Background: an optimization exercise with open tools, aiming at small area. Do not read the settings as production practice.
For this run, only the layout was checked, not whether the RTL still works.
Power and IR drop assume default switching activity.

### flow/run.sh
#!/bin/bash
# synth_recipe.tcl (not shown) runs the flow's synth.tcl, then flattens the netlist and writes it again
# the make line also repeats each setting of config.mk as NAME=value (left out here)
make -C /OpenROAD-flow-scripts/flow DESIGN_CONFIG=/design/flow/config.mk WORK_HOME=/design/flow/orfs CLKGATE_MAP_FILE= SYNTH_SCRIPT=/design/flow/synth_recipe.tcl finish
### flow/config.mk
export PLATFORM = sky130hd
export DESIGN_NAME = RISCy_CPU
export DESIGN_NICKNAME = RISCy_CPU
export VERILOG_FILES = /design/flow/design.v
export SDC_FILE = /design/flow/constraint.sdc
export NUM_CORES = 4
export LEC_CHECK = 0
export CAP_MARGIN = 20
export CORE_MARGIN = 2
export CORE_UTILIZATION = 40
export CTS_CLUSTER_DIAMETER = 100
export CTS_CLUSTER_SIZE = 25
export SLEW_MARGIN = 20
export SYNTH_HIERARCHICAL = 1
### flow/constraint.sdc
create_clock -name core_clock -period 14.0 [get_ports {clk}]
set_input_delay 2.8000 -clock core_clock [delete_from_list [all_inputs] [get_ports {clk}]]
set_output_delay 2.8000 -clock core_clock [all_outputs]
set_load 0.01 [all_outputs]
### flow/design.v
module ALU(input [31:0] a, input [31:0] b,
	input sel_add, input sel_neg, input sel_and, input sel_xor, input sel_diff,
	input sel_shr, input sel_shl, input arith,
	output [31:0] sum, output carry, output [31:0] out);
	wire [31:0] neg, diff, sh, sh_rev;
	alu_add add(.a(a), .b(b), .sum(sum), .carry(carry));
	alu_neg ng(.b(b), .neg(neg));
	wire [31:0] x = a ^ b;
	wire [31:0] y = a & b;
	alu_diff df(.x(x), .diff(diff));
	wire fill = arith & a[31];
	wire big = |b[31:5];
	alu_shift shf(.a(a), .amt(b[4:0]), .left(sel_shl), .fill(fill), .sh(sh), .sh_rev(sh_rev));
	wire shr_n = sel_shr & ~big;
	wire shl_n = sel_shl & ~big;
	wire sh_big = sel_shr & big & fill;
	assign out = ({32{sel_add}} & sum) | ({32{sel_neg}} & neg) |
		({32{sel_and}} & y) | ({32{sel_xor}} & x) | ({32{sel_diff}} & diff) |
		({32{shr_n}} & sh) | ({32{shl_n}} & sh_rev) | {32{sh_big}};
endmodule
module alu_add(input [31:0] a, input [31:0] b, output [31:0] sum, output carry);
	genvar i, k;
	wire [4:0] cb;
	assign cb[0] = 1'b0;
	generate
		for (k = 0; k < 4; k = k + 1) begin : blk
			wire [8:0] c;
			wire [7:0] h;
			wire [8:0] pre;
			assign c[0] = 1'b0;
			assign pre[0] = 1'b1;
			for (i = 0; i < 8; i = i + 1) begin : fa
				assign h[i] = a[8*k+i] ^ b[8*k+i] ^ c[i];
				assign c[i+1] = (a[8*k+i] & b[8*k+i]) | (c[i] & (a[8*k+i] ^ b[8*k+i]));
				assign pre[i+1] = pre[i] & h[i];
			end
			if (k == 0) begin : b0
				assign sum[7:0] = h;
				assign cb[1] = c[8];
			end else begin : bk
				assign sum[8*k +: 8] = h ^ ({8{cb[k]}} & pre[7:0]);
				assign cb[k+1] = c[8] | (cb[k] & pre[8]);
			end
		end
	endgenerate
	assign carry = cb[4];
endmodule
module alu_neg(input [31:0] b, output [31:0] neg);
	wire [32:0] lo_or;
	assign lo_or[0] = 1'b0;
	genvar i;
	generate
		for (i = 0; i < 32; i = i + 1) begin : ng
			assign lo_or[i+1] = lo_or[i] | b[i];
		end
	endgenerate
	assign neg = b ^ lo_or[31:0];
endmodule
module alu_diff(input [31:0] x, output [31:0] diff);
	reg [4:0] idx;
	integer n;
	always @(*) begin
		idx = 5'd0;
		for (n = 31; n >= 0; n = n - 1)
			if (x[n]) idx = n;
	end
	wire none = ~|x;
	assign diff = {{27{none}}, idx | {5{none}}};
endmodule
module alu_shift(input [31:0] a, input [4:0] amt, input left, input fill,
	output [31:0] sh, output [31:0] sh_rev);
	genvar i, k;
	wire [31:0] lv [0:5];
	wire fp = fill;
	wire fn = ~fill;
	generate
		for (i = 0; i < 32; i = i + 1) begin : in
			alu_mx2i m(.d0(a[i]), .d1(a[31-i]), .s(left), .y(lv[0][i]));
			assign sh_rev[i] = sh[31-i];
		end
		for (k = 0; k < 5; k = k + 1) begin : lvl
			for (i = 0; i < 32; i = i + 1) begin : b
				if (i + (1 << k) < 32) begin : m
					alu_mx2i m(.d0(lv[k][i]), .d1(lv[k][i + (1 << k)]), .s(amt[k]), .y(lv[k+1][i]));
				end else begin : f
					alu_mx2i m(.d0(lv[k][i]), .d1((k % 2) ? fp : fn), .s(amt[k]), .y(lv[k+1][i]));
				end
			end
		end
	endgenerate
	assign sh = lv[5];
endmodule
module alu_mx2i(input d0, input d1, input s, output y);
	assign y = ~(s ? d1 : d0);
endmodule
module PC_unit(input clk, input rst, input hold, input take_rs, input take_abs,
	input take_rel, input [31:0] rs, input [25:0] target,
	output reg [31:0] pc, output [31:0] next);
	wire [32:0] ic;
	assign ic[0] = 1'b1;
	genvar i;
	generate
		for (i = 0; i < 32; i = i + 1) begin : inc
			assign next[i] = pc[i] ^ ic[i];
			assign ic[i+1] = pc[i] & ic[i];
		end
	endgenerate
	wire [31:0] rel;
	wire [21:0] c;
	assign c[0] = 1'b1;
	generate
		for (i = 0; i < 21; i = i + 1) begin : ra
			assign rel[i] = pc[i] ^ target[i] ^ c[i];
			assign c[i+1] = (pc[i] & target[i]) | (c[i] & (pc[i] ^ target[i]));
		end
	endgenerate
	wire [10:0] hi = pc[31:21];
	wire [11:0] up, dn;
	assign up[0] = 1'b1;
	assign dn[0] = 1'b1;
	generate
		for (i = 0; i < 11; i = i + 1) begin : ud
			assign up[i+1] = up[i] & hi[i];
			assign dn[i+1] = dn[i] & ~hi[i];
		end
	endgenerate
	wire [10:0] hi_p = hi ^ up[10:0];
	wire [10:0] hi_m = hi ^ dn[10:0];
	wire s = target[20];
	assign rel[31:21] = (s == c[21]) ? hi : s ? hi_m : hi_p;
	wire s_hold = ~rst & hold;
	wire s_rs   = ~rst & ~hold & take_rs;
	wire s_abs  = ~rst & ~hold & take_abs;
	wire s_rel  = ~rst & ~hold & take_rel;
	wire s_next = ~rst & ~hold & ~take_rs & ~take_abs & ~take_rel;
	wire [31:0] absa = {next[31:26], target};
	wire [31:0] pc_n = ({32{s_hold}} & pc) | ({32{s_rs}} & rs) | ({32{s_abs}} & absa) |
		({32{s_rel}} & rel) | ({32{s_next}} & next);
	always @(posedge clk)
		pc <= pc_n;
endmodule
module reg_file(input clk, input rst, input [4:0] rs_add, input [4:0] rt_add,
	input we, input [4:0] w_add, input [31:0] wd,
	output [31:0] rs_data, output [31:0] rt_data);
	wire [1023:0] flat;
	wire [31:0] wsel = 32'd1 << w_add;
	genvar i, j;
	generate
		for (i = 0; i < 32; i = i + 1) begin : r
			reg [31:0] q;
			always @(posedge clk)
				if (rst | (we & wsel[i]))
					q <= wd;
			assign flat[i*32 +: 32] = q;
		end
	endgenerate
	wire [31:0] rs_sel = 32'd1 << rs_add;
	wire [31:0] rt_sel = 32'd1 << rt_add;
	generate
		for (j = 0; j < 32; j = j + 1) begin : b
			wire [31:0] col;
			for (i = 0; i < 32; i = i + 1) begin : c
				assign col[i] = flat[i*32 + j];
			end
			rf_rd rd_s(.d(col), .s(rs_sel), .y(rs_data[j]));
			rf_rd rd_t(.d(col), .s(rt_sel), .y(rt_data[j]));
		end
	endgenerate
endmodule
module rf_rd(input [31:0] d, input [31:0] s, output y);
	wire [11:0] t;
	genvar i;
	generate
		for (i = 0; i < 10; i = i + 1) begin : g
			rf_aoi222 u(.a1(d[3*i]), .a2(s[3*i]), .b1(d[3*i+1]), .b2(s[3*i+1]),
				.c1(d[3*i+2]), .c2(s[3*i+2]), .y(t[i]));
		end
	endgenerate
	rf_nand2 u10(.a(d[30]), .b(s[30]), .y(t[10]));
	rf_nand2 u11(.a(d[31]), .b(s[31]), .y(t[11]));
	assign y = ~&t;
endmodule
module rf_aoi222(input a1, input a2, input b1, input b2, input c1, input c2, output y);
	assign y = ~((a1 & a2) | (b1 & b2) | (c1 & c2));
endmodule
module rf_nand2(input a, input b, output y);
	assign y = ~(a & b);
endmodule
module RISCy_CPU(input clk, input rst,
	output [11:0] imem_addr, input [31:0] imem_rdata,
	output [11:0] dmem_addr, output [31:0] dmem_wdata, output dmem_we, input [31:0] dmem_rdata);
	wire [31:0] ins = imem_rdata;
	wire [5:0] op = ins[31:26];
	wire [3:0] fn = ins[3:0];
	wire [4:0] rs_a = ins[25:21];
	wire [4:0] rt_a = ins[20:16];
	wire op_r    = ~op[4] & ~op[3];               
	wire op_imm  = op[5] & op[4];                 
	wire op_sw   = op_imm & ~op[1] & ~op[0];      
	wire op_lw   = op_imm & ~op[1] & op[0];       
	wire op_neg  = op_imm & op[1] & ~op[0];       
	wire op_addi = op_imm & op[1] & op[0];        
	wire op_halt = op[5] & ~op[4];                
	wire op_b    = ~op[5] & op[3];                
	wire op_grp  = ~op[5] & op[4];                
	wire op_br   = op_grp & (op[2:0] == 3'd0);    
	wire op_bltz = op_grp & (op[2:0] == 3'd1);    
	wire op_bz   = op_grp & (op[2:0] == 3'd2);    
	wire op_bnz  = op_grp & (op[2:0] == 3'd3);    
	wire op_call = op_grp & (op[2:0] == 3'd4);    
	wire op_bcy  = op_grp & (op[2:0] == 3'd5);    
	wire op_bncy = op_grp & (op[2:0] == 3'd6);    
	wire f_add  = (fn == 4'd1);
	wire f_neg  = (fn == 4'd2);
	wire f_and  = (fn == 4'd3);
	wire f_xor  = (fn == 4'd4);
	wire f_diff = (fn == 4'd5);
	wire f_sham = (fn == 4'd6) | (fn == 4'd7) | (fn == 4'd10);
	wire f_shl  = (fn == 4'd6) | (fn == 4'd8);
	wire f_shr  = (fn == 4'd7) | (fn == 4'd9) | (fn == 4'd10) | (fn == 4'd11);
	wire f_ari  = (fn == 4'd10) | (fn == 4'd11);
	wire [31:0] rs_d, rt_d;
	wire nr = ~rst;
	reg C;
	wire [31:0] b = op_imm ? {{16{ins[15]}}, ins[15:0]} :
	                (op_r & f_sham) ? {22'd0, ins[15:6]} : rt_d;
	wire [31:0] sum, alu_out;
	wire carry;
	ALU alu(.a(rs_d), .b(b),
		.sel_add(nr & (op_addi | (op_r & f_add))), .sel_neg(nr & (op_neg | (op_r & f_neg))),
		.sel_and(nr & op_r & f_and), .sel_xor(nr & op_r & f_xor), .sel_diff(nr & op_r & f_diff),
		.sel_shr(nr & op_r & f_shr), .sel_shl(nr & op_r & f_shl), .arith(f_ari),
		.sum(sum), .carry(carry), .out(alu_out));
	always @(posedge clk)
		if (rst) C <= 1'b0;
		else C <= carry;
	wire [31:0] pc, next;
	wire rs_zero = ~|rs_d;
	wire take_abs = op_b | op_call | (op_bcy & C) | (op_bncy & ~C);
	wire take_rel = (op_bltz & rs_d[31]) | (op_bz & rs_zero) | (op_bnz & ~rs_zero);
	PC_unit pcu(.clk(clk), .rst(rst), .hold(op_halt), .take_rs(op_br),
		.take_abs(take_abs), .take_rel(take_rel), .rs(rs_d), .target(ins[25:0]),
		.pc(pc), .next(next));
	wire we = op_r | op_neg | op_addi | op_lw | op_call;
	wire [4:0] w_add = op_lw ? rt_a : op_call ? 5'd31 : rs_a;
	wire [31:0] wd = ({32{nr & op_lw}} & dmem_rdata) | ({32{nr & op_call}} & next) | alu_out;
	reg_file rf(.clk(clk), .rst(rst), .rs_add(rs_a), .rt_add(rt_a),
		.we(we), .w_add(w_add), .wd(wd), .rs_data(rs_d), .rt_data(rt_d));
	assign imem_addr = pc[11:0];
	assign dmem_addr = sum[11:0];
	assign dmem_wdata = rt_d;
	assign dmem_we = op_sw & ~rst;
endmodule
==> reports/qor_table.md <==
| Group | Parameter | Reported |
|---|---|---|
| status | Outcome | timing/DRC/antenna clean |
| clocking | Clock network latency to the later pin of the worst-skew pair | 0.71 ns |
| run | Max_cap viols | 0 |
| clocking | Reg clk slew, reported paths | 0.09 ns |
| place | Final weighted congestion in routability-driven placement | 0.984 |
| sta | Highest attainable clock frequency | 75.7 MHz |
| place | Number of port buffers | 122 |
| worst setup path | Crit path cell chain | clkdlybuf4s50_1 > nand2b_1 > nor2_4 > a222oi_1 > nand4_1 > or3_1 > ha_1 > fa_1 > fa_1 > fa_1 > fa_1 > fa_1 > fa_1 > fa_1 > nand4bb_1 > xor2_1 > clkdlybuf4s50_1 |
| yosys | Fraction of synthesis flops using an asynchronous set or reset pin | 0 |
| sta | Worst setup slack after layout | 0.797 ns |
| route | Detailed router's first-iteration violation count | 11,000 |
| clocking | CTS-repair resized insts | 0 |
| power and ir drop | Largest voltage drop on the vdd net | 0.0896 mV |
| yosys | Synthesized flop and latch total | 1,057 |
| yosys | XOR/XNOR Fraction of Synth Area | 0.00503 |
| worst setup path | Crit path capture type | output pin |
| clocking | Setup bufs post-CTS | 0 |
| layout | Most common cell after layout, fill and taps aside | edfxtp_1 |
| yosys | Yosys warnings | 11 |
| clocking | Clk root buf | clkbuf_16 |
| layout | Final Cell Area | 0.0563 mm^2 |
| floorplanning | Horizontal die dimension | 359 um |
| clocking | Clock H-tree levels | 2 |
| floorplanning | Initial core utilization | 0.402 |
| floorplanning | Top-level port count | 123 |
| yosys | Seq/Total Area, Yosys | 0.623 |
| route | Count of TritonRoute iterations in the first routing pass | 15 |
| place | HPWL Detailed | 140 mm |
| yosys | Unique cell type count in the Yosys netlist | 88 |
| clocking | TritonCTS Buffers | 50 |
| global route | Global-route wire length before repair | 289 mm |
| worst setup path | Number of buffers and inverters on the critical path | 2 |
| layout | Layout area overhead | 11.6% |
| global route | Largest net degree at the start of global routing | 35 |
| global route | Number of global-route vias before repair | 37,200 |
| yosys | Post-Synthesis Mean Instance Area | 14.7 um^2 |
| yosys | Synthesized instance count | 3,439 |
| route | Routed length per placed instance | 39.4 um |
| place | Standard cell area after detailed placement | 0.0548 mm^2 |
| yosys | Fraction of synthesized cell area taken by the top area cell type | 0.610 |
| worst setup path | Slowest CP cell | nand2b_1 |
| route | Number of routed nets with antenna violations | 0 |
| sta | Least-Margin Pin Slew | 1.08 ns |
| route | Residual DRC count | 0 |
| floorplanning | Floorplan die height | 359 um |
| yosys | Most area-consuming cells after synthesis | edfxtp_1, a222oi_1, mux2i_1 |
| yosys | Most instantiated flip-flop cell in the synthesis netlist | edfxtp_1 |
| worst setup path | Maximum fanout along the worst path | 11 |
| power and ir drop | Power density cells | 126 mW/mm^2 |
| route | Number of vias per cell | 7.49 |
| worst setup path | Critical path arrival | 10.40 ns |
| sta | Clk_skew | 0.0379 ns |
| sta | Hold violation total from the final report | 0 |
| sta | Number of pins with negative max-slew slack in the final report | 0 |
| route | Total Routed Length | 210 mm |
| clocking | TritonCTS clock tree | done |
| sta | RSZ-0062 raised after global routing | false |
| yosys | Net count after synthesis | 3,653 |
| yosys | Largest family of logic cells by synthesized area | compound AO/OA/AOI/OAI gates |
| global route | Number of antenna violations at the first check in global routing | 17 |
| yosys | Post-Synth Adder-Cell Area | 0.0438 |
| worst setup path | Maximum cell stage delay along the critical path | 0.88 ns |
| yosys | Proportion of synthesized area in mux cells | 0.0411 |
| power and ir drop | Leakage power | 0.0194 uW |
| yosys | Simple-gate area share of the yosys netlist | 0.0840 |
| sta | Period utilisation layout | 0.943 |
| layout | Most used cells in the layout excluding fill and tap cells | edfxtp_1, a222oi_1, mux2i_1 |
| worst setup path | CP dominant cell by count | fa_1 |
| worst setup path | Start-to-end type of the worst setup path | in -> out |
| sta | Sum of negative setup slack | 0 ns |
| global route | Overall global routing resource usage | 0.313 |
| floorplanning | CORE AREA | 0.125 mm^2 |
| worst setup path | Dominant delay contributor by cell family on the critical path | adder cells |
| layout | Fraction of layout cells with a size suffix above 1 | 0.103 |
| min path | Class of the tightest hold or removal check | reg -> reg |
| sta | Smallest hold slack | 0.551 ns |
| sta | Count of endpoints failing setup in the final report | 0 |
| yosys | Summed instance area of the synthesized netlist | 0.0504 mm^2 |
| layout | Net count, final | 3,854 |
| sta | Tightest slew margin relative to the limit | 0.280 |
| yosys | Synth Area in Compound Gates | 0.177 |
| floorplanning | # rows | 130 |
| worst setup path | Required time of the critical path | 11.20 ns |
| yosys | Post-synth top area cell | edfxtp_1 |
| sta | Fin crit period | 13.20 ns |
| clocking | Largest buffer count on any clock path | 3 |
| clocking | Clock sinks | 1,057 |
| floorplanning | Floorplan die area | 0.129 mm^2 |
| worst setup path | Startpoint class of the critical path | input port |
| place | Worst slack after detailed placement | 0.949 ns |
| global route | Congestion Overflow GR | 0 |
| clocking | Hold-fix buffer count after cts | 0 |
| yosys | Number of enable-type register cells in the synthesized netlist | 1,024 |
| route | Total via count after detailed routing | 39,800 |
per-layer routing:
layer  vias up  GRT usage  share of wire
li1      15800          -              -
met1     19900      0.415           0.36
met2      3517      0.472           0.44
met3       594     0.0804           0.14
met4         4      0.165          0.062
met5         -    0.00111        0.00013
logic make-up after synthesis:
family,after synthesis
XOR/XNOR,29
adder cells (fa/ha/maj),148
buffers and inverters,263
AND/OR/NAND/NOR,782
flip-flops,1057
multiplexers,207
AO/OA/AOI/OAI,953
Yosys stat by module (local to each module, per instance):
module,cells,flops+latches,times used
reg_file,1178,1024,1
PC_unit,343,32,1
alu_shift,33,0,1
ALU,200,0,1
rf_rd,4,0,64
rf_aoi222,1,0,640
alu_add,132,0,1
alu_neg,63,0,1
alu_diff,94,0,1
rf_nand2,1,0,128
RISCy_CPU,180,1,1
alu_mx2i,1,0,192
worst paths after layout:
check | from | end | slack, ns | cells past startpoint
setup / recovery | imem_rdata[22] | dmem_addr[11] | 0.80 | 17
setup reg to reg | pcu.pc[0] | pcu.pc[26] | 4.02 | 28
hold / removal | pcu.pc[17] | pcu.pc[17] | 0.55 | 2
hold reg to reg | pcu.pc[17] | pcu.pc[17] | 0.55 | 2
sequential cells by signal (all words and copies together), names as in the netlist:
signal	count
rf.r.q	1024
pcu.pc	32
C	1
through the flow:
step                 util  total power (uW)  cells
CTS                 0.449              7030   5309
floorplan               -              4730   3439
global route        0.449              7260   5309
finish              0.449              7080   5322
detailed placement  0.437              5370   5238
global placement    0.437              5370   5237
worst min-delay path, delay by kind of cell (launching register included):
family / cells / cell delay [ns]
compound gates: 1 / 0.08
flops: 1 / 0.36
simple gates: 1 / 0.08
synthesized netlist by cell type, types with 63 or more instances:
| library cell | n |
|---|---|
| a222oi_1 | 682 |
| buf_4 | 64 |
| edfxtp_1 | 1024 |
| inv_1 | 126 |
| nand2_1 | 200 |
| or3_1 | 71 |
| nand3_1 | 63 |
| ha_1 | 100 |
| a221o_1 | 64 |
| nor2_1 | 120 |
| mux2i_1 | 207 |
| nand4_1 | 198 |
report_power, final:
group / leakage [uW] / switching (uW) / internal, uW / total, uW
Combinational: 0.00789 / 1020 / 451 / 1470
Clock: 0.000699 / 1020 / 688 / 1710
Sequential: 0.0108 / 140 / 3760 / 3900
cell type report:
class / count / area [um^2]
Timing Repair Buffer: 286 / 2470
Clock inverter: 12 / 164
Clock buffer: 59 / 1280
Antenna cell: 13 / 32.5
Multi-Input combinational cell: 2119 / 18400
Sequential cell: 1057 / 31400
Fill cell: 11100 / 69100
Tap cell: 1650 / 2060
Inverter: 126 / 473

[static timing again, ports no longer ideal]
How much do the figures lean on ideal ports? The routed layout below was timed once more, with nothing changed but the port constraints.
Step 1 assumes that a clkbuf_16 drives the clock port and a buf_2 every other input.
Step 2 adds t to the input delays and takes it off the output delays; t is the mean of the earliest and latest rising clock arrival at the registers after step 1. Input paths then give back, and output paths get back, about the clock's delay inside the block.
a / b / c = ideal / step 1 / step 2; a / b = the first two.
shift t [ns]: 0.767
setup slack, ns: 0.797 / 0.763 / 0.620
slew at the worst register clock pin (ns): 0.11 / 0.11
worst slew at a driven data input, ns: 0.09
After both steps this run still meets setup and hold. For this run, drivers alone change the setup slack by -0.034 ns; drivers and shift together by -0.177 ns.
